This is an optimization exercise on Yosys and OpenROAD, whose aim is small area, a short achievable clock period and few clock cycles, not a production implementation. Power figures rest on the tool's default switching activity, not on a simulated workload.

// day2pt2
module day2pt2(
  input  logic clk,
  input  logic rst,
  input logic tvalid_rx,
  output logic tready_rx,
  input logic [7:0] tdata_rx,
  input logic tlast_rx,
  output logic tvalid_tx,
  input logic tready_tx,
  output logic [31:0] tdata_tx,
  output logic tlast_tx
);
localparam logic [31:0] CUT = 32'h0410_8420;  
logic       rv;          
logic       rl;          
logic [6:0] rd;          
always @(posedge clk) begin
  rv <= ~rst & tvalid_rx & tready_rx;
  rl <= tlast_rx;
  rd <= tdata_rx[6:0];
end
logic is_digit;
assign is_digit = ~rd[6] & rd[4] & ~(rd[3] & rd[1]);
logic       prevd;       
logic       sp;          
logic [7:0] v;           
logic       pR, pG, pB;  
logic       urgent;      
logic       end_flag;    
logic [6:0] mR, mG, mB;
logic [6:0] A;
logic [3:0] ph;
logic       en2;         
logic [31:0] acc;
logic [31:0] cr;         
logic pending, blocked, go, s1, s1_last, s2, s2_last;
assign pending = pR | pG | pB;
assign blocked = (ph != 4'd0);
assign go      = end_flag & ~blocked & ~pending;
assign s1      = go | (ph != 4'd0 && ph <= 4'd6);
assign s1_last = (ph == 4'd6);
assign s2      = (ph >= 4'd7);
assign s2_last = (ph == 4'd13);
logic commit;
assign commit = pending & ~blocked;
logic [6:0] msel;
assign msel = ({7{pR}} & mR) | ({7{pG}} & mG) | ({7{pB}} & mB);
logic gt;
always_comb begin
  logic g, e;
  g = 1'b0; e = 1'b1;
  for (int i = 6; i >= 0; i--) begin
    g = g | (e & v[i] & ~msel[i]);
    e = e & ~(v[i] ^ msel[i]);
  end
  gt = g;
end
logic [6:0] vbin;
always_comb begin
  ...
Size in the first run: about 530 cells after synthesis.
export LEC_CHECK = 0
export CAP_MARGIN = 20
export CORE_MARGIN = 2
export CORE_UTILIZATION = 40
export SLEW_MARGIN = 20
create_clock -name core_clock -period 10.0 [get_ports {clk}]
standard.sh (not shown) runs the stock make flow with config.mk's settings and CLKGATE_MAP_FILE= SYNTH_SCRIPT=/design/flow/synth_recipe.tcl, a recipe that flattens the netlist after the stock synthesis.
==> flow/flow/run.sh <==
#!/bin/bash
# The standard layout, with plain buffers on the ports instead of the delay
# buffers buffer_ports picks by default.  Everything else is the standard.sh.
set -euo pipefail
export BUFFER_PORTS_ARGS="-buffer_cell sky130_fd_sc_hd__buf_1"
bash standard.sh > make_finish.log 2>&1
The starting point passed the timing, design-rule and antenna checks.
Edit:
==> flow/run.sh (new file) <==
#!/bin/bash
# synth_recipe.tcl (not shown) runs the flow's synth.tcl, then flattens the netlist and writes it again
# the make line also repeats each setting of config.mk as NAME=value (left out here)
make -C /OpenROAD-flow-scripts/flow DESIGN_CONFIG=/design/flow/config.mk WORK_HOME=/design/flow/orfs CLKGATE_MAP_FILE= SYNTH_SCRIPT=/design/flow/synth_recipe.tcl finish
removed: flow/flow/run.sh
removed: flow/standard.sh
=>
- final cell count stays the same
- core utilization is higher by 2.5 points
- via count is lower by 0.45%
- die area is unchanged
- sequential share of layout area is lower by 1.8 points
- worst setup slack loses 0.019 ns
- cell area is higher by about 5.4%
- register-to-register slack loses 0.02 ns
- wire length is lower by about 2.5%
Function was not checked in any run of this note: the RTL went through the layout flow alone.

* * *

Another version of the RTL of day2pt2 (not shown whole).
Size: about 470 cells after synthesis, roughly 100 flip-flops, ~48 I/O pins, ~4600 sq um of cells after synthesis.
## day2pt2
module day2pt2(
  input  logic clk,
  input  logic rst,
  input logic tvalid_rx,
  output logic tready_rx,
  input logic [7:0] tdata_rx,
  input logic tlast_rx,
  output logic tvalid_tx,
  input logic tready_tx,
  output logic [31:0] tdata_tx,
  output logic tlast_tx
);
Settings: LEC_CHECK=0, CAP_MARGIN=20, CORE_MARGIN=2, CORE_UTILIZATION=40, SLEW_MARGIN=20; clock period 10.0 ns.
==> flow/flow/run.sh <==
#!/bin/bash
# The standard layout, with plain buffers on the ports instead of the delay
# buffers buffer_ports picks by default, and a smaller clock tree.
set -euo pipefail
export BUFFER_PORTS_ARGS="-buffer_cell sky130_fd_sc_hd__buf_1"
export CTS_ARGS="-sink_clustering_enable -repair_clock_nets -buf_list sky130_fd_sc_hd__clkbuf_8 -sink_clustering_size 100 -sink_clustering_max_diameter 300 -dont_use_dummy_load"
bash standard.sh > make_finish.log 2>&1
Edit:
==> flow/flow/run.sh (replaced) <==
#!/bin/bash
# The standard layout, with plain buffers on the ports instead of the delay
# buffers buffer_ports picks by default, and a smaller clock tree.
set -euo pipefail
export BUFFER_PORTS_ARGS="-buffer_cell sky130_fd_sc_hd__buf_1"
export CTS_ARGS="-sink_clustering_enable -repair_clock_nets -buf_list sky130_fd_sc_hd__clkbuf_8 -sink_clustering_size 40 -dont_use_dummy_load"
bash standard.sh > make_finish.log 2>&1
Result: Utilization does not change. Synthesized area does not change. Final area is unchanged. Combinational power is about the same. Die area stays the same. Routed wire length does not change. Count of clock-buffer cells in the layout stays the same. Via count does not change. Setup slack is unchanged. Synthesized cell count is unchanged.
No functional check of the RTL was part of any run of this note.

==> what the ideal ports hide <==
No port has a modelled driver above. Below, the same layouts with a new extraction and two added sets of constraints.
Step 1, drivers: a clkbuf_16 drives clk and a buf_2 each remaining input, both assumed.
Step 2, shift: input delay + t, output delay - t, t = (earliest + latest rising clock arrival at the registers) / 2. This alone moves slack from input paths to output paths.
Three values: no drivers, after step 1, after step 2; two values: the first two.
run | shift t [ns] | slack for setup (ns) | worst setup path after step 2
the first run of note 1 | 0.382 | 6.251 / 6.251 / 6.251 | register to register
the second run of note 1 | 0.372 | 6.232 / 6.232 / 6.232 | register to register
the first run of note 2 | 0.389 | 7.033 / 7.041 / 6.652 | input to register
the second run of note 2 | 0.389 | 7.033 / 7.041 / 6.652 | input to register
After both steps setup and hold are still met in every run listed.
